This is an optimization exercise on Yosys and OpenROAD, whose aim is small area and a short achievable clock period, not a production implementation. Where RTL was checked, it was by simulation tests only, not by an equivalence proof against the original. Power is estimated from default activity; no workload was simulated.

## the reference run
==> flow/design.v (excerpt) <==
module fpm(
    input [32:1] a,
    input [32:1] b,
    input clk,
    input rst,
    input in_valid,
    output [32:1] c,
    output out_valid
    );
reg [2:0] vld;
always @(posedge clk)
    if (!rst)
        vld <= 0;
    else
        vld <= {vld[1:0], in_valid};
assign out_valid = vld[2];
wire neg1;
wire one2;
wire two3;
wire bp4;
wire bp5;
wire bp6;
wire bp7;
wire bp8;
wire bp9;
wire bp10;
wire bp11;
wire bp12;
wire bp13;
wire bp14;
wire bp15;
wire bp16;
wire bp17;
wire bp18;
wire bp19;
wire bp20;
wire bp21;
wire bp22;
wire bp23;
wire bp24;
wire bp25;
wire bp26;
wire bp27;
wire bp28;
wire nn29;
wire neg30;
wire one31;
wire two32;
wire one33;
wire two34;
wire bp35;
wire bp36;
wire bp37;
wire bp38;
wire bp39;
wire bp40;
wire bp41;
wire bp42;
wire bp43;
wire bp44;
wire bp45;
wire bp46;
wire bp47;
wire bp48;
wire bp49;
wire bp50;
wire bp51;
wire bp52;
wire bp53;
wire bp54;
wire bp55;
wire bp56;
wire bp57;
wire bp58;
wire bp59;
wire nn60;
wire neg61;
wire one62;
wire two63;
wire one64;
wire two65;
wire bp66;
wire bp67;
wire bp68;
wire bp69;
wire bp70;
wire bp71;
  ...
Size: ~1800 cells after synthesis, about 280 flip-flops, about 100 I/O pins, ~20000 µm² of cells after synthesis.
clock: 5.0 ns
lec_check: 0
cap_margin: 50
core_margin: 2
core_utilization: 60
cts_buf_list: sky130_fd_sc_hd__clkbuf_8
cts_cluster_diameter: 50
cts_cluster_size: 18
setup_slack_margin: 2.35
slew_margin: 70
synth_hierarchical: 1
synth_minimum_keep_size: 0
tns_end_percent: 0
standard.sh (not shown) runs the stock make flow with config.mk's settings and CLKGATE_MAP_FILE= SYNTH_SCRIPT=/design/flow/synth_recipe.tcl, a recipe that flattens the netlist after the stock synthesis.
==> flow/flow/run.sh <==
#!/bin/bash
set -euo pipefail
export BUFFER_PORTS_ARGS="-buffer_cell sky130_fd_sc_hd__buf_2"
bash standard.sh > standard.log 2>&1
The following lists how the trial run was set up differently from the reference run:
Settings: SETUP_SLACK_MARGIN changed from 2.35 to 2.7.
Notes after the runs:
Taking the reference run as the reference, in the trial run utilization after layout saw an increase, arrival time of the worst setup path lost 0.10 ns, buffering stage count on the worst path with inverters included +1, fmax went up. Delta(fraction of power consumed by the clock network, the trial run - the reference run) < 0. The trial run ended up with a higher internal cell power than the reference run did. After synthesis and placement, the instance count of the trial run is above that of the reference run.
Function was not checked in any run of this note: the RTL went through the layout flow alone.

---

v6:
Another version of the RTL of fpm (not shown whole).
Size: roughly 1,700 cells after synthesis, roughly 340 flip-flops, about 100 I/O pins, about 21,000 sq um of cells after synthesis.
export LEC_CHECK = 0
export CAP_MARGIN = 20
export CORE_MARGIN = 2
export CORE_UTILIZATION = 35
export SLEW_MARGIN = 20
export SYNTH_HIERARCHICAL = 1
export SYNTH_MINIMUM_KEEP_SIZE = 0
create_clock -name core_clock -period 5.0 [get_ports {clk}]
run.sh (not shown) runs the stock make flow with config.mk's settings and CLKGATE_MAP_FILE= SYNTH_SCRIPT=/design/flow/synth_recipe.tcl, a recipe that flattens the netlist after the stock synthesis.
Stock flow here: none of the scripts above is used.
Edits applied to the flow inputs when going from v6 to v7:
# v6
export LEC_CHECK = 0
export CAP_MARGIN = 20
export CORE_MARGIN = 2
export CORE_UTILIZATION = 35
export SLEW_MARGIN = 20
export SYNTH_HIERARCHICAL = 1
export SYNTH_MINIMUM_KEEP_SIZE = 0
create_clock -name core_clock -period 5.0 [get_ports {clk}]
# v7
export LEC_CHECK = 0
export CAP_MARGIN = 20
export CORE_MARGIN = 2
export CORE_UTILIZATION = 35
export SETUP_SLACK_MARGIN = 2.5
export SLEW_MARGIN = 20
export SYNTH_HIERARCHICAL = 1
export SYNTH_MINIMUM_KEEP_SIZE = 0
export TNS_END_PERCENT = 0
create_clock -name core_clock -period 5.0 [get_ports {clk}]
==> comparison <==
[compare] base=v6 new=v7: worst slew margin relative to its limit rose by 13 points; final cell count rose by about 5%. v7 vs v6 — final cell area excluding filler cells climbed by more than 10%. Compared to v6, v7 has multi-input gate share of total cell area 1.5 points lower. Count of multi-input combinational gates was higher in v7 than in v6. Diff v6..v7 | total congestion overflow after global routing | unchanged. Wire length (v7 over v6): increase, about 21%. A slowest cell on the critical path of sky130_fd_sc_hd__dfxtp_2 is what v6 shows, while sky130_fd_sc_hd__fa_1 belongs to v7. Re post-synthesis simple-gate area fraction: no difference whatsoever between v6 and v7. Clock network fraction of total power sits lower in v7 than in v6. Overall power of the completed layout up 490 uW in v7 wrt v6.

==> separate check: timing with driven ports <==
Ports are ideal in the flow. The routed layouts listed here were re-timed in OpenROAD.
Step 1: set_driving_cell puts a clkbuf_16 on clk and a buf_2 on each other input, an assumption about the parent block.
Step 2 adds t to the input delays and takes it off the output delays; t is the mean of the earliest and latest rising clock arrival at the registers after step 1. Input paths then give back, and output paths get back, about the clock's delay inside the block.
Slacks: ideal / step 1 / step 2; pairs: ideal / step 1.
run	shift t [ns]	setup WS [ns]	worst slew at a driven data input, ns	cell pins on the clock port's net
the reference run	0.692	2.213 / 2.235 / 1.543	0.11	1
the trial run	0.689	2.313 / 2.283 / 1.594	0.15	1
v6	0.607	1.186 / 1.186 / 1.186	0.05	1
v7	0.625	2.075 / 2.075 / 1.632	0.05	1
After both steps setup and hold are still met in every run listed. The setup slack of the trial run, which loses most, moves by -0.030 ns with the drivers and by -0.719 ns with both steps.
